This design comes from an exercise in tuning for small area, a short achievable clock period and few clock cycles per item on the open sky130 flow, not from production work.
At most, simulation tests tie the RTL to the original design; equivalence was not proved.

rev 12:
// reciprocal_float
module reciprocal_float(
    input clk, rst,
    input start,
    input [31:0] x,
    output [31:0] out,
    output done, zero_flag
);
==> flow/config.mk <==
export PLATFORM = sky130hd
export DESIGN_NAME = reciprocal_float
export DESIGN_NICKNAME = reciprocal_float
export VERILOG_FILES = /design/flow/design.v
export SDC_FILE = /design/flow/constraint.sdc
export NUM_CORES = 4
export LEC_CHECK = 0
export CAP_MARGIN = 20
export CORE_MARGIN = 2
export CORE_UTILIZATION = 55
export SLEW_MARGIN = 20
export SYNTH_HIERARCHICAL = 1
export SYNTH_MINIMUM_KEEP_SIZE = 0
==> flow/constraint.sdc <==
create_clock -name core_clock -period 11.0 [get_ports {clk}]
set_input_delay 2.2000 -clock core_clock [delete_from_list [all_inputs] [get_ports {clk}]]
set_output_delay 2.2000 -clock core_clock [all_outputs]
set_load 0.01 [all_outputs]
standard.sh (not shown) runs the stock make flow with config.mk's settings and CLKGATE_MAP_FILE= SYNTH_SCRIPT=/design/flow/synth_recipe.tcl, a recipe that flattens the netlist after the stock synthesis.
==> flow/flow/run.sh <==
#!/bin/bash
# The standard layout (standard.sh, unchanged synthesis), with repair_timing
# aiming below the clock period and smaller port buffers.
set -euo pipefail
bash standard.sh SETUP_SLACK_MARGIN=7.8 'BUFFER_PORTS_ARGS=-buffer_cell sky130_fd_sc_hd__buf_1' finish > standard_flow.log 2>&1
Testbench counts of rev 12, summed over its fixed seeds: cycles 40,000, items 1,600.
Edits applied to the flow inputs when going from rev 12 to rev 13:
- putting PLACE_DENSITY at 0.75 where nothing was set
- swapping 55 for 40 in CORE_UTILIZATION
==> notes.md <==
- Rev 13 was carried through to the last stage, and its layout satisfied the timing, design-rule and antenna checks.
- Rev 13 against rev 12: clock skew now sits at about the same level.
- For the final critical-path setup slack, rev 13 came in 13 ps lower than rev 12 did.

========
Setup of lane 1:
Another version of the RTL of reciprocal_float (not shown whole).
Size: about 770 cells after synthesis, roughly 6100 sq um of cells after synthesis.
Settings: LEC_CHECK=0, CAP_MARGIN=20, CORE_MARGIN=2, CORE_UTILIZATION=40, SETUP_SLACK_MARGIN=5, SLEW_MARGIN=20; clock period 11.0 ns.
run.sh (not shown) runs the stock make flow with config.mk's settings and CLKGATE_MAP_FILE= SYNTH_SCRIPT=/design/flow/synth_recipe.tcl, a recipe that flattens the netlist after the stock synthesis.
Stock flow here: none of the scripts above is used.
No stage failed in lane 1, and the final checks on the layout all came back clean.
## Diff of input files: lane 2 against lane 1
==> flow/flow/run.sh (new file) <==
#!/bin/bash
# The standard layout (standard.sh, unchanged synthesis), with repair_timing
# aiming below the clock period and, where set, smaller port buffers.
set -euo pipefail
bash standard.sh SETUP_SLACK_MARGIN=6.0 finish > standard_flow.log 2>&1
==> flow/standard.sh (new file) <==
#!/bin/bash
# synth_recipe.tcl (not shown) runs the flow's synth.tcl, then flattens the netlist and writes it again
# the make line also repeats each setting of config.mk as NAME=value (left out here)
make -C /OpenROAD-flow-scripts/flow DESIGN_CONFIG=/design/flow/config.mk WORK_HOME=/design/flow/orfs CLKGATE_MAP_FILE= SYNTH_SCRIPT=/design/flow/synth_recipe.tcl "${@:-finish}"
diff --git a/flow/config.mk b/flow/config.mk
--- a/flow/config.mk
+++ b/flow/config.mk
@@ -10,3 +10,2 @@
 export CORE_UTILIZATION = 40
-export SETUP_SLACK_MARGIN = 5
 export SLEW_MARGIN = 20
removed: flow/run.sh
Notes after the runs:
- Lane 2 vs lane 1: post-CTS repair timing setup buffer count up in lane 2
- Per the comparison of lane 2 with lane 1, overall via count from detail_route went up.
- As far as xor and xnor fraction of the mapped netlist area goes, lane 2 and lane 1 are indistinguishable; the numbers are identical.
No functional check of the RTL was part of any run of this note.

========
Setup of wip/violet:
reciprocal_float, a different RTL version from the one above (not shown whole).
For scale: about 390 cells after synthesis, about 64 flip-flops, ~69 I/O pins, roughly 3500 um^2 of cells after synthesis.
Settings: LEC_CHECK=0, CAP_MARGIN=20, CORE_MARGIN=2, CORE_UTILIZATION=40, CTS_BUF_LIST=sky130_fd_sc_hd__clkbuf_4, CTS_CLUSTER_DIAMETER=40, SLEW_MARGIN=20; clock period 11.0 ns.
standard.sh (not shown) runs the stock make flow with config.mk's settings and CLKGATE_MAP_FILE= SYNTH_SCRIPT=/design/flow/synth_recipe.tcl, a recipe that flattens the netlist after the stock synthesis.
==> flow/flow/run.sh <==
#!/bin/bash
# The standard layout (standard.sh, unchanged synthesis), with repair_timing
# aiming below the clock period and smaller port buffers.
set -euo pipefail
bash standard.sh SETUP_SLACK_MARGIN=7.8 'BUFFER_PORTS_ARGS=-buffer_cell sky130_fd_sc_hd__buf_1' finish > standard_flow.log 2>&1
Testbench counts of wip/violet, summed over its fixed seeds: cycles 40,000, items 1,600.
What wip/raven does differently from wip/violet at the input level:
--- a/flow/config.mk
+++ b/flow/config.mk
@@ -8,6 +8,4 @@
 export CAP_MARGIN = 20
 export CORE_MARGIN = 2
-export CORE_UTILIZATION = 40
-export CTS_BUF_LIST = sky130_fd_sc_hd__clkbuf_4
-export CTS_CLUSTER_DIAMETER = 40
+export CORE_UTILIZATION = 50
 export SLEW_MARGIN = 20
### Flow results
Comparing wip/raven and wip/violet, the higher setup slack is on wip/violet. On first-pass GRT wire length, wip/violet loses to wip/raven. Going from wip/violet to wip/raven, multi-input combinational area share dropped 1.9 points; area overhead of the layout relative to synthesis climbed 4.2 points.
Here is what was changed in the inputs of wip/indigo compared with wip/raven.
--- a/flow/config.mk
+++ b/flow/config.mk
@@ -8,4 +8,5 @@
 export CAP_MARGIN = 20
 export CORE_MARGIN = 2
-export CORE_UTILIZATION = 50
+export CORE_UTILIZATION = 40
+export CTS_BUF_LIST = sky130_fd_sc_hd__clkbuf_2 sky130_fd_sc_hd__clkbuf_4
 export SLEW_MARGIN = 20
Results
From wip/indigo to wip/raven, leftover overflow at the end of global routing did not move at all.
Length in cells of the worst reg-to-reg path, wip/raven and wip/indigo: lower on wip/indigo
Worst-skew pair later-pin latency delta for wip/indigo relative to wip/raven: 0.09 ns higher
From wip/raven to wip/indigo the numbers moved as follows: height of the die went up 11%; core occupancy in the finished layout lost 15 points.
wip/indigo ends up with higher worst slew slack as a fraction of its limit than wip/raven does.
wip/indigo vs wip/raven — number of nets at the end of the flow dropped slightly
Of the two values seen for endpoint of the worst setup timing path, out[30] was produced by wip/raven and out[9] by wip/indigo.
First-pass GRT wire length | wip/indigo above wip/raven
Number of global-route vias before repair in wip/indigo is 94 higher than in wip/raven
Compared with wip/raven, in wip/indigo vias per cell lower.
The inputs of wip/yarrow differ from those of wip/indigo as listed below.
--- a/flow/config.mk
+++ b/flow/config.mk
@@ -9,4 +9,3 @@
 export CORE_MARGIN = 2
 export CORE_UTILIZATION = 40
-export CTS_BUF_LIST = sky130_fd_sc_hd__clkbuf_2 sky130_fd_sc_hd__clkbuf_4
 export SLEW_MARGIN = 20
==> notes.md <==
Cell area grows by a few percent when moving from wip/indigo to wip/yarrow.
Looking at worst hold slack across wip/yarrow and wip/indigo, the one that comes out lower is wip/yarrow.
Between wip/yarrow and wip/indigo, the final worst setup slack is lower for wip/indigo.
Going from wip/indigo to wip/yarrow, highest achievable clock rate grows by about 0.37%.
From wip/indigo to wip/yarrow, flip-flop and latch count after synthesis did not move at all.
The inputs of wip/maple differ from those of wip/yarrow as listed below.
==> flow/flow/run.sh <==
#!/bin/bash
# The standard layout (standard.sh, unchanged synthesis), with repair_timing
# aiming below the clock period and smaller port buffers.
set -euo pipefail
bash standard.sh SETUP_SLACK_MARGIN=7.95 'BUFFER_PORTS_ARGS=-buffer_cell sky130_fd_sc_hd__buf_1' finish > standard_flow.log 2>&1
==> comparison <==
wip/maple -> wip/yarrow: residual DRC count delta 0, exact match
wip/yarrow completed end to end with timing, DRC and antenna clean.
wip/maple | stages: all done | timing, DRC, antenna: all pass
A timing endpoint of the critical path of out[30] is what wip/maple shows, while out[4] belongs to wip/yarrow.
In wip/maple relative to wip/yarrow, final standard cell area without fillers had gone up by a few percent.

========
the previous run:
reciprocal_float with an RTL version that a note above also has.
For scale: roughly 64 flip-flops, roughly 69 I/O pins.
export LEC_CHECK = 0
export CAP_MARGIN = 20
export CORE_MARGIN = 2
export CORE_UTILIZATION = 40
export SLEW_MARGIN = 20
export SYNTH_HIERARCHICAL = 1
export SYNTH_MINIMUM_KEEP_SIZE = 0
create_clock -name core_clock -period 11.0 [get_ports {clk}]
==> flow/flow/run.sh <==
#!/bin/bash
# The standard layout (standard.sh, unchanged synthesis), with repair_timing
# aiming below the clock period and smaller port buffers.
set -euo pipefail
bash standard.sh SETUP_SLACK_MARGIN=7.7 'BUFFER_PORTS_ARGS=-buffer_cell sky130_fd_sc_hd__buf_1' finish > standard_flow.log 2>&1
Testbench counts of the previous run, summed over its fixed seeds: cycles 40,000, items 1,600.
#### Input delta (the current run over the previous run)
--- a/flow/flow/run.sh
+++ b/flow/flow/run.sh
@@ -5 +5 @@
-bash standard.sh SETUP_SLACK_MARGIN=7.7 'BUFFER_PORTS_ARGS=-buffer_cell sky130_fd_sc_hd__buf_1' finish > standard_flow.log 2>&1
+bash standard.sh SETUP_SLACK_MARGIN=7.9 'BUFFER_PORTS_ARGS=-buffer_cell sky130_fd_sc_hd__buf_1' finish > standard_flow.log 2>&1
Relative to the previous run, the filler cell count in the final layout of the current run is higher by about 1.7%.
Relative to the previous run, global-route usage has increased by 0.34 points in the current run.
Relative to the previous run, the total routed wirelength measured on the current run has increased by a few percent.
Across both runs, area overhead of the layout relative to synthesis was higher for the current run than for the previous run.
The current run vs. the previous run: non-clock inverter total of the final layout shows no meaningful change, setup slack after layout shows an increase of 0.11 ns.

========
v33:
RTL: one of the versions met above, not the one the previous note started from.
For scale: ~390 cells after synthesis, ~69 I/O pins, roughly 3500 um^2 of cells after synthesis.
Settings: LEC_CHECK=0, ABC_CLOCK_PERIOD_IN_PS=2500, CAP_MARGIN=20, CORE_MARGIN=2, CORE_UTILIZATION=40, SLEW_MARGIN=20; clock period 11.0 ns.
==> flow/flow/run.sh <==
#!/bin/bash
# The standard layout (standard.sh, unchanged synthesis), with repair_timing
# aiming below the clock period and smaller port buffers.
set -euo pipefail
bash standard.sh SETUP_SLACK_MARGIN=7.8 'BUFFER_PORTS_ARGS=-buffer_cell sky130_fd_sc_hd__buf_1' finish > standard_flow.log 2>&1
Testbench counts of v33, summed over its fixed seeds: cycles 40,000, items 1,600.
Here is what was changed in the inputs of v30 compared with v33.
- ABC_CLOCK_PERIOD_IN_PS: 2500 -> 1500
==> notes.md <==
Area after synthesis: v30 vs v33 identical. Measured slew at the worst slew-check pin came out exactly the same in v33 and v30. Between v30 and v33, the routed metal-1 wire length does not differ in any meaningful way. v33 → v30: final count of pins violating max slew barely changed, design area barely changed. Count of port buffers added during placement delta (v30 -> v33): insignificant. Per the comparison of v30 with v33, number of synthesized flops with an enable pin neither gained nor lost much, adder and majority gate portion of the synthesized area barely changed, detailed-placement wirelength estimate level.
Setup changes, v30 to v16
- setting GPL_TIMING_DRIVEN to 1 for the first time
- removing ABC_CLOCK_PERIOD_IN_PS (formerly 1500)
Notes after the runs:
- v16 has completed all stages; timing, DRC and antenna checks passed.
- From v16 to v30, cell area did not move at all.
- Diff v30..v16 | cell count along the critical path | unchanged
- Comparing v30 against v16, there is no change at all in global-route track usage on met2.
- The global-route wire length before repair of v16 and that of v30 are within noise of each other.
- In terms of synthesized cell count, v30 and v16 differ only marginally.
- [compare] base=v30 new=v16: number of setup buffers added after CTS flat, antenna cell count flat, number of pins exceeding their max-slew limit in the final report flat.
- Between v30 and v16, the difference in average wire per standard cell is negligible.

========
Another version of the RTL of reciprocal_float (not shown whole).
Size in the first run: ~740 cells after synthesis, roughly 69 flip-flops, about 69 I/O pins, about 0.0059 sq mm of cells after synthesis.
export LEC_CHECK = 0
export CAP_MARGIN = 20
export CORE_MARGIN = 2
export CORE_UTILIZATION = 40
export SLEW_MARGIN = 20
create_clock -name core_clock -period 11.0 [get_ports {clk}]
==> flow/flow/run.sh <==
#!/bin/bash
# The standard layout (standard.sh, unchanged synthesis), with repair_timing
# aiming below the clock period and smaller port buffers.
set -euo pipefail
bash standard.sh SETUP_SLACK_MARGIN=7.0 'BUFFER_PORTS_ARGS=-buffer_cell sky130_fd_sc_hd__buf_1' finish > standard_flow.log 2>&1
The baseline ran to the end with no violations.
Edit:
==> flow/flow/run.sh (replaced) <==
#!/bin/bash
# The standard layout (standard.sh, unchanged synthesis), with repair_timing
# aiming below the clock period and smaller port buffers.
set -euo pipefail
bash standard.sh SETUP_SLACK_MARGIN=6.5 'BUFFER_PORTS_ARGS=-buffer_cell sky130_fd_sc_hd__buf_1' finish > standard_flow.log 2>&1
=> The new run finished with timing, DRC and antenna clean; global-route usage went down by 0.52 points; setup slack improved by 0.047 ns; clock-buffer cell count stays the same; first-iteration DRC count is lower by 14%; die area does not change; area after synthesis is unchanged; fmax rises by about 1%; core utilization is about the same; synthesized cell count stays the same.
Function was not checked in any run of this note: the RTL went through the layout flow alone.

========
Another version of the RTL of reciprocal_float (not shown whole).
Size: roughly 770 cells after synthesis, about 91 flip-flops, about 69 I/O pins, roughly 6400 µm² of cells after synthesis.
make LEC_CHECK=0 CAP_MARGIN=20 CORE_MARGIN=2 CORE_UTILIZATION=40 SLEW_MARGIN=20 finish   # period 11.0 ns
run.sh (not shown) runs the stock make flow with config.mk's settings and CLKGATE_MAP_FILE= SYNTH_SCRIPT=/design/flow/synth_recipe.tcl, a recipe that flattens the netlist after the stock synthesis.
Stock flow here: none of the scripts above is used.
Change:
SETUP_SLACK_MARGIN = 5   (was unset)
After rerunning: Register-to-register slack gains 0.25 ns. Worst setup slack gains 0.25 ns. Clock skew stays flat. Final area barely changes. Fmax is higher by a few percent. Count of clock-buffer cells in the layout is unchanged. Wire length is about the same. Synthesized cell count is unchanged.
No run of this note included a check of the RTL's function; only the layout flow was run.

========
reciprocal_float, a different RTL version from the one above (not shown whole).
For scale: roughly 600 cells after synthesis, about 70 flip-flops, ~69 I/O pins.
export LEC_CHECK = 0
export CAP_MARGIN = 20
export CORE_MARGIN = 2
export CORE_UTILIZATION = 40
export SLEW_MARGIN = 20
create_clock -name core_clock -period 11.0 [get_ports {clk}]
standard.sh (not shown) runs the stock make flow with config.mk's settings and CLKGATE_MAP_FILE= SYNTH_SCRIPT=/design/flow/synth_recipe.tcl, a recipe that flattens the netlist after the stock synthesis.
==> flow/flow/run.sh <==
#!/bin/bash
# The standard layout (standard.sh, unchanged synthesis), with repair_timing
# aiming below the clock period and, where set, smaller port buffers.
set -euo pipefail
bash standard.sh SETUP_SLACK_MARGIN=7.0 finish > standard_flow.log 2>&1
The first run went through all stages and came out clean.
Then changed:
==> flow/run.sh (new file) <==
#!/bin/bash
# synth_recipe.tcl (not shown) runs the flow's synth.tcl, then flattens the netlist and writes it again
# the make line also repeats each setting of config.mk as NAME=value (left out here)
make -C /OpenROAD-flow-scripts/flow DESIGN_CONFIG=/design/flow/config.mk WORK_HOME=/design/flow/orfs CLKGATE_MAP_FILE= SYNTH_SCRIPT=/design/flow/synth_recipe.tcl finish
removed: flow/flow/run.sh
removed: flow/standard.sh
After rerunning: The new run completed with no timing, DRC or antenna violations. Wire length shrinks by a few percent. Flip-flop and latch count does not change. Non-clock buffer count shrinks by 4.
Then changed:
--- a/flow/config.mk
+++ b/flow/config.mk
@@ -9,3 +9,4 @@
 export CORE_MARGIN = 2
 export CORE_UTILIZATION = 40
+export SETUP_SLACK_MARGIN = 5
 export SLEW_MARGIN = 20
=>
- final area is unchanged
- non-clock buffer count stays the same
- setup slack is unchanged
- register-to-register slack is about the same
- wire length stays the same
Then changed:
==> flow/flow/run.sh (new file) <==
#!/bin/bash
# The standard layout (standard.sh, unchanged synthesis), with repair_timing
# aiming below the clock period and, where set, smaller port buffers.
set -euo pipefail
bash standard.sh SETUP_SLACK_MARGIN=7.6 'BUFFER_PORTS_ARGS=-buffer_cell sky130_fd_sc_hd__buf_1' finish > standard_flow.log 2>&1
==> flow/standard.sh (new file) <==
#!/bin/bash
# synth_recipe.tcl (not shown) runs the flow's synth.tcl, then flattens the netlist and writes it again
# the make line also repeats each setting of config.mk as NAME=value (left out here)
make -C /OpenROAD-flow-scripts/flow DESIGN_CONFIG=/design/flow/config.mk WORK_HOME=/design/flow/orfs CLKGATE_MAP_FILE= SYNTH_SCRIPT=/design/flow/synth_recipe.tcl "${@:-finish}"
--- a/flow/config.mk
+++ b/flow/config.mk
@@ -9,4 +9,3 @@
 export CORE_MARGIN = 2
 export CORE_UTILIZATION = 40
-export SETUP_SLACK_MARGIN = 5
 export SLEW_MARGIN = 20
removed: flow/run.sh
Outcome: Design area fell by 2.3%. Synthesized cell count is unchanged. Clock-buffer cell count stays the same. Worst hold slack got worse by 14 ps. Global-route usage hardly moves. Via count rose by about 2%. Setup slack improved by 710 ps.
No functional check of the RTL was part of any run of this note.

## afterwards: timing with drivers on the ports
No port has a modelled driver above. Below, the same layouts with a new extraction and two added sets of constraints.
Step 1 (the two cells are an assumption about what drives the block):
set clk [get_ports {clk}]
set_driving_cell -lib_cell sky130_fd_sc_hd__clkbuf_16 $clk
set_driving_cell -lib_cell sky130_fd_sc_hd__buf_2 [delete_from_list [all_inputs] $clk]
Step 2, shift: input delay + t, output delay - t, t = (earliest + latest rising clock arrival at the registers) / 2. This alone moves slack from input paths to output paths.
Slacks: no drivers / after step 1 / after step 2; pairs: no drivers / after step 1.
| run | t, ns | setup WS [ns] | hold WS [ns] | pins driven straight from the clock port |
|---|---|---|---|---|
| rev 12 | 0.361 | 7.873 / 7.843 / 7.513 | 0.434 / 0.434 / 0.434 | 1 |
| rev 13 | 0.371 | 7.860 / 7.827 / 7.571 | 0.438 / 0.438 / 0.438 | 1 |
| lane 1 | 0.387 | 5.471 / 5.471 / 5.368 | 0.448 / 0.448 / 0.448 | 1 |
| lane 2 | 0.388 | 6.054 / 6.054 / 5.756 | 0.458 / 0.458 / 0.458 | 1 |
| wip/violet | 0.436 | 7.860 / 7.832 / 7.437 | 0.461 / 0.461 / 0.461 | 1 |
| wip/raven | 0.363 | 7.833 / 7.801 / 7.544 | 0.444 / 0.444 / 0.444 | 1 |
| wip/indigo | 0.436 | 7.860 / 7.832 / 7.437 | 0.461 / 0.461 / 0.461 | 1 |
| wip/yarrow | 0.379 | 7.872 / 7.842 / 7.546 | 0.448 / 0.448 / 0.448 | 1 |
| wip/maple | 0.370 | 7.860 / 7.830 / 7.580 | 0.462 / 0.462 / 0.462 | 1 |
| the previous run | 0.370 | 7.750 / 7.720 / 7.518 | 0.430 / 0.430 / 0.430 | 1 |
| the current run | 0.362 | 7.859 / 7.827 / 7.639 | 0.445 / 0.445 / 0.445 | 1 |
| v33 | 0.379 | 7.872 / 7.842 / 7.546 | 0.448 / 0.448 / 0.448 | 1 |
| v30 | 0.379 | 7.872 / 7.842 / 7.546 | 0.448 / 0.448 / 0.448 | 1 |
| v16 | 0.379 | 7.872 / 7.842 / 7.546 | 0.448 / 0.448 / 0.448 | 1 |
| the first run of note 6 | 0.392 | 6.138 / 6.138 / 6.007 | 0.458 / 0.458 / 0.458 | 1 |
| the second run of note 6 | 0.387 | 6.184 / 6.184 / 6.109 | 0.446 / 0.446 / 0.446 | 1 |
| the first run of note 7 | 0.383 | 5.324 / 5.324 / 5.324 | 0.491 / 0.491 / 0.491 | 1 |
| the second run of note 7 | 0.383 | 5.578 / 5.578 / 5.578 | 0.491 / 0.491 / 0.491 | 1 |
| the first run of note 8 | 0.386 | 7.048 / 7.054 / 6.668 | 0.466 / 0.466 / 0.466 | 1 |
| the second run of note 8 | 0.390 | 6.468 / 6.477 / 6.087 | 0.468 / 0.468 / 0.468 | 1 |
| the third run of note 8 | 0.390 | 6.468 / 6.477 / 6.087 | 0.468 / 0.468 / 0.468 | 1 |
| the fourth run of note 8 | 0.383 | 7.175 / 7.166 / 6.783 | 0.454 / 0.454 / 0.454 | 1 |
After both steps setup and hold are still met in every run listed.
